From an optimization exercise on the open Yosys and OpenROAD flow, aimed at small area and a short achievable clock period; shortcuts taken in it are not production practice.
The RTL was checked by simulation tests, not by an equivalence proof against the original design.
No activity file was given, so power comes from the tool's default toggle rates. The flow treats the clock pin as an ideal source, which a real chip does not have.

// eight_pt_fft
module eight_pt_fft(a0,a1,a2,a3,a4,a5,a6,a7,clk,rst,
                    y0,yr1,yi1,yr2,yi2,yr3,yi3,y4,yr5,yi5,yr6,yi6,yr7,yi7);
clock: 4.0 ns
lec_check: 0
abc_area: 1
cap_margin: 20
core_margin: 2
core_utilization: 65
gpl_timing_driven: 0
place_density: 0.75
setup_slack_margin: 2.0
slew_margin: 20
standard.sh (not shown) runs the stock make flow with config.mk's settings and CLKGATE_MAP_FILE= SYNTH_SCRIPT=/design/flow/synth_recipe.tcl, a recipe that flattens the netlist after the stock synthesis.
==> flow/flow/run.sh <==
#!/bin/bash
# Standard layout, except: synthesis maps adders to plain gates instead of the
# platform's full/half-adder cells (ADDER_MAP_FILE left empty); ports buffered with buf_2; clock tree without dummy loads.
# Registers, their names and cell types are the same as the standard synthesis.
set -euo pipefail
bash standard.sh ADDER_MAP_FILE= 'BUFFER_PORTS_ARGS=-buffer_cell sky130_fd_sc_hd__buf_2' 'CTS_ARGS=-sink_clustering_enable -repair_clock_nets -sink_clustering_size 30 -sink_clustering_max_diameter 120 -dont_use_dummy_load' finish > run_make.log 2>&1
==> next run, changes <==
Settings changed: CORE_UTILIZATION 65 to 58, GPL_TIMING_DRIVEN 0 to unset, PLACE_DENSITY 0.75 to 0.68.
After rerunning: Wire length fell by 3.6%; worst hold slack improved by 0.016 ns; power falls by 0.42%; combinational power stays flat; fmax goes up by 3.2%.
==> next run, changes <==
==> flow/flow/run.sh (replaced) <==
#!/bin/bash
# Standard layout, except: synthesis maps adders to plain gates instead of the
# platform's full/half-adder cells (ADDER_MAP_FILE left empty); ports buffered with buf_2; clock tree without dummy loads.
# Registers, their names and cell types are the same as the standard synthesis.
set -euo pipefail
bash standard.sh ADDER_MAP_FILE= 'BUFFER_PORTS_ARGS=-buffer_cell sky130_fd_sc_hd__buf_2' 'CTS_ARGS=-sink_clustering_enable -repair_clock_nets -sink_clustering_size 24 -sink_clustering_max_diameter 50 -dont_use_dummy_load' finish > run_make.log 2>&1
Settings changed: CORE_UTILIZATION 58 to 65, PLACE_DENSITY 0.68 to 0.75, SETUP_SLACK_MARGIN 2.0 to 2.12.
After rerunning: The new run completed with no timing, DRC or antenna violations. Clock power climbs by well over a third. Maximum frequency climbs slightly. Sequential cell count stays the same. Worst setup slack gains 0.013 ns. Clock skew climbs by 0.024 ns. Wire length climbs by a few percent. Global-route usage climbs by 3.1 points.
==> next run, changes <==
==> flow/flow/run.sh (replaced) <==
#!/bin/bash
# Standard layout, except: synthesis maps adders to plain gates instead of the
# platform's full/half-adder cells (ADDER_MAP_FILE left empty); ports buffered with buf_2; clock tree without dummy loads.
# Registers, their names and cell types are the same as the standard synthesis.
set -euo pipefail
bash standard.sh ADDER_MAP_FILE= 'BUFFER_PORTS_ARGS=-buffer_cell sky130_fd_sc_hd__buf_2' 'CTS_ARGS=-sink_clustering_enable -repair_clock_nets -sink_clustering_size 32 -sink_clustering_max_diameter 60 -dont_use_dummy_load' finish > run_make.log 2>&1
Settings changed: SETUP_SLACK_MARGIN 2.12 to 2.0.
Outcome: Sequential power barely changes; final area is lower by about 5%; sequential share of layout area is higher by 2.1 points; total power is lower by 5.1%; wire length is lower by about 6%; die area is unchanged; via count is lower by about 2.7%; worst setup slack degrades by 0.020 ns; fmax is lower by 1.1%; clock-buffer cell count is lower by 19; flip-flop and latch count is unchanged.
==> next run, changes <==
==> flow/flow/run.sh (replaced) <==
#!/bin/bash
# Standard layout, except: synthesis maps adders to plain gates instead of the
# platform's full/half-adder cells (ADDER_MAP_FILE left empty); ports buffered with buf_2.
# Registers, their names and cell types are the same as the standard synthesis.
set -euo pipefail
bash standard.sh ADDER_MAP_FILE= 'BUFFER_PORTS_ARGS=-buffer_cell sky130_fd_sc_hd__buf_2' finish > run_make.log 2>&1
Settings changed: CTS_CLUSTER_DIAMETER set to 50, CTS_CLUSTER_SIZE set to 24, SETUP_SLACK_MARGIN 2.0 to 2.3.
Maximum frequency is higher by 0.68%.
Sequential power hardly moves.
Utilization is higher by 14 points.
Register-to-register slack gains 0.03 ns.
Wire length is higher by 31%.
Design area is higher by 19%.
Non-clock buffer count is higher by 232.
Count of clock-buffer cells in the layout is higher by 27.
==> next run, changes <==
==> flow/flow/run.sh (replaced) <==
#!/bin/bash
# Standard layout, except:
# - synthesis maps adders to plain gates instead of the platform's full/half-adder
#   cells (ADDER_MAP_FILE left empty);
# - ABC's area script gets a delay target (map -D 1400) so that it recovers area on
#   paths with slack;
# - ports are buffered with buf_2.
# Registers, their names and cell types are the same as the standard synthesis.
set -euo pipefail
rm -rf scripts_mod
cp -r "$FLOW_HOME/scripts" scripts_mod
printf 'strash\ndch\nmap -D 1400 -B 0.9\ntopo\nstime -c\nbuffer -c\nupsize -c\ndnsize -c\n' > scripts_mod/abc_area.script
bash standard.sh ADDER_MAP_FILE= SCRIPTS_DIR=$PWD/scripts_mod 'BUFFER_PORTS_ARGS=-buffer_cell sky130_fd_sc_hd__buf_2' finish > run_make.log 2>&1
Settings changed: SETUP_SLACK_MARGIN 2.3 to 2.0.
=>
- die area does not change
- wire length drops by about a fifth
- total power falls by roughly a tenth
- sequential cell count stays the same
- area after synthesis is unchanged
- sequential power hardly moves
- first-iteration DRC count fell by a quarter to a third
- cell count came out lower by a few percent
- count of clock-buffer cells in the layout rises by 4
- combinational power drops by a quarter to a third

========
eight_pt_fft, a different RTL version from the one above (not shown whole).
For scale: roughly 3,400 cells after synthesis, about 950 flip-flops, ~350 I/O pins, roughly 0.035 mm2 of cells after synthesis.
==> flow/config.mk <==
export PLATFORM = sky130hd
export DESIGN_NAME = eight_pt_fft
export DESIGN_NICKNAME = eight_pt_fft
export VERILOG_FILES = /design/flow/design.v
export SDC_FILE = /design/flow/constraint.sdc
export NUM_CORES = 4
export LEC_CHECK = 0
export CAP_MARGIN = 20
export CORE_MARGIN = 2
export CORE_UTILIZATION = 40
export SETUP_SLACK_MARGIN = 2.0
export SLEW_MARGIN = 20
==> flow/constraint.sdc <==
create_clock -name core_clock -period 4.0 [get_ports {clk}]
set_input_delay 0.8000 -clock core_clock [delete_from_list [all_inputs] [get_ports {clk}]]
set_output_delay 0.8000 -clock core_clock [all_outputs]
set_load 0.01 [all_outputs]
==> flow/flow/run.sh <==
#!/bin/bash
# Standard layout, except that synthesis maps adders to plain gates instead of
# the platform's full/half-adder cells (ADDER_MAP_FILE left empty). Registers,
# their names and cell types are the same as the standard synthesis.
set -euo pipefail
bash standard.sh ADDER_MAP_FILE= finish > run_make.log 2>&1
Next try:
--- a/flow/config.mk
+++ b/flow/config.mk
@@ -7,2 +7,3 @@
 export LEC_CHECK = 0
+export ABC_AREA = 1
 export CAP_MARGIN = 20
What happened: Via count climbs slightly; synthesized cell count climbs by a quarter to a third; total power drops by about a fifth; count of clock-buffer cells in the layout climbs by 4; worst setup slack improves by 1200 ps; clock power drops slightly.
Next try:
==> flow/run.sh (new file) <==
#!/bin/bash
# synth_recipe.tcl (not shown) runs the flow's synth.tcl, then flattens the netlist and writes it again
# the make line also repeats each setting of config.mk as NAME=value (left out here)
make -C /OpenROAD-flow-scripts/flow DESIGN_CONFIG=/design/flow/config.mk WORK_HOME=/design/flow/orfs CLKGATE_MAP_FILE= SYNTH_SCRIPT=/design/flow/synth_recipe.tcl finish
--- a/flow/config.mk
+++ b/flow/config.mk
@@ -7,3 +7,2 @@
 export LEC_CHECK = 0
-export ABC_AREA = 1
 export CAP_MARGIN = 20
removed: flow/flow/run.sh
removed: flow/standard.sh
Outcome: Total power goes up by 11%; flip-flop and latch count stays the same; first-iteration DRC count came out lower by 35%; register-to-register slack gets worse by 720 ps; via count shrinks by 19%; sequential power is higher by about 5%; routed wire length increases by 2.9%; worst setup slack gets worse by 600 ps; critical path depth drops by 6; sequential share of layout area fell by 4.1 points; hold slack gets better by 4.8 ps.

-- static timing again, ports no longer ideal --
The results above use ideal ports. As a check the final layouts listed here were re-extracted and re-timed, cells and wires unchanged. Step 1 (the two cells are an assumption about what drives the block):
set clk [get_ports {clk}]
set_driving_cell -lib_cell sky130_fd_sc_hd__clkbuf_16 $clk
set_driving_cell -lib_cell sky130_fd_sc_hd__buf_2 [delete_from_list [all_inputs] $clk]
Step 2, shift: input delay + t, output delay - t, t = (earliest + latest rising clock arrival at the registers) / 2. This alone moves slack from input paths to output paths. a / b / c = no drivers / after step 1 / after step 2; a / b = the first two.
| run | t (ns) | setup slack, ns | worst data-port slew with drivers (ns) | cell pins on the clock port's net |
|---|---|---|---|---|
| the first run of note 1 | 0.643 | 2.010 / 1.949 / 1.733 | 0.06 | 1 |
| the second run of note 1 | 0.645 | 2.072 / 2.010 / 1.691 | 0.11 | 1 |
| the third run of note 1 | 0.649 | 2.085 / 2.024 / 1.793 | 0.06 | 1 |
| the fourth run of note 1 | 0.665 | 2.064 / 2.005 / 1.665 | 0.06 | 1 |
| the fifth run of note 1 | 0.670 | 2.078 / 2.013 / 2.016 | 0.05 | 1 |
| the sixth run of note 1 | 0.660 | 2.076 / 2.018 / 1.645 | 0.06 | 1 |
| the first run of note 2 | 0.691 | 0.855 / 0.855 / 0.172 | 0.18 | 1 |
| the second run of note 2 | 0.692 | 2.008 / 1.983 / 1.334 | 0.12 | 1 |
| the third run of note 2 | 0.690 | 1.408 / 1.408 / 0.791 | 0.13 | 1 |
After both steps every run listed still meets setup and hold. For the first run of note 2, which loses most, drivers alone change the setup slack by 0.000 ns; drivers and shift together by -0.683 ns.
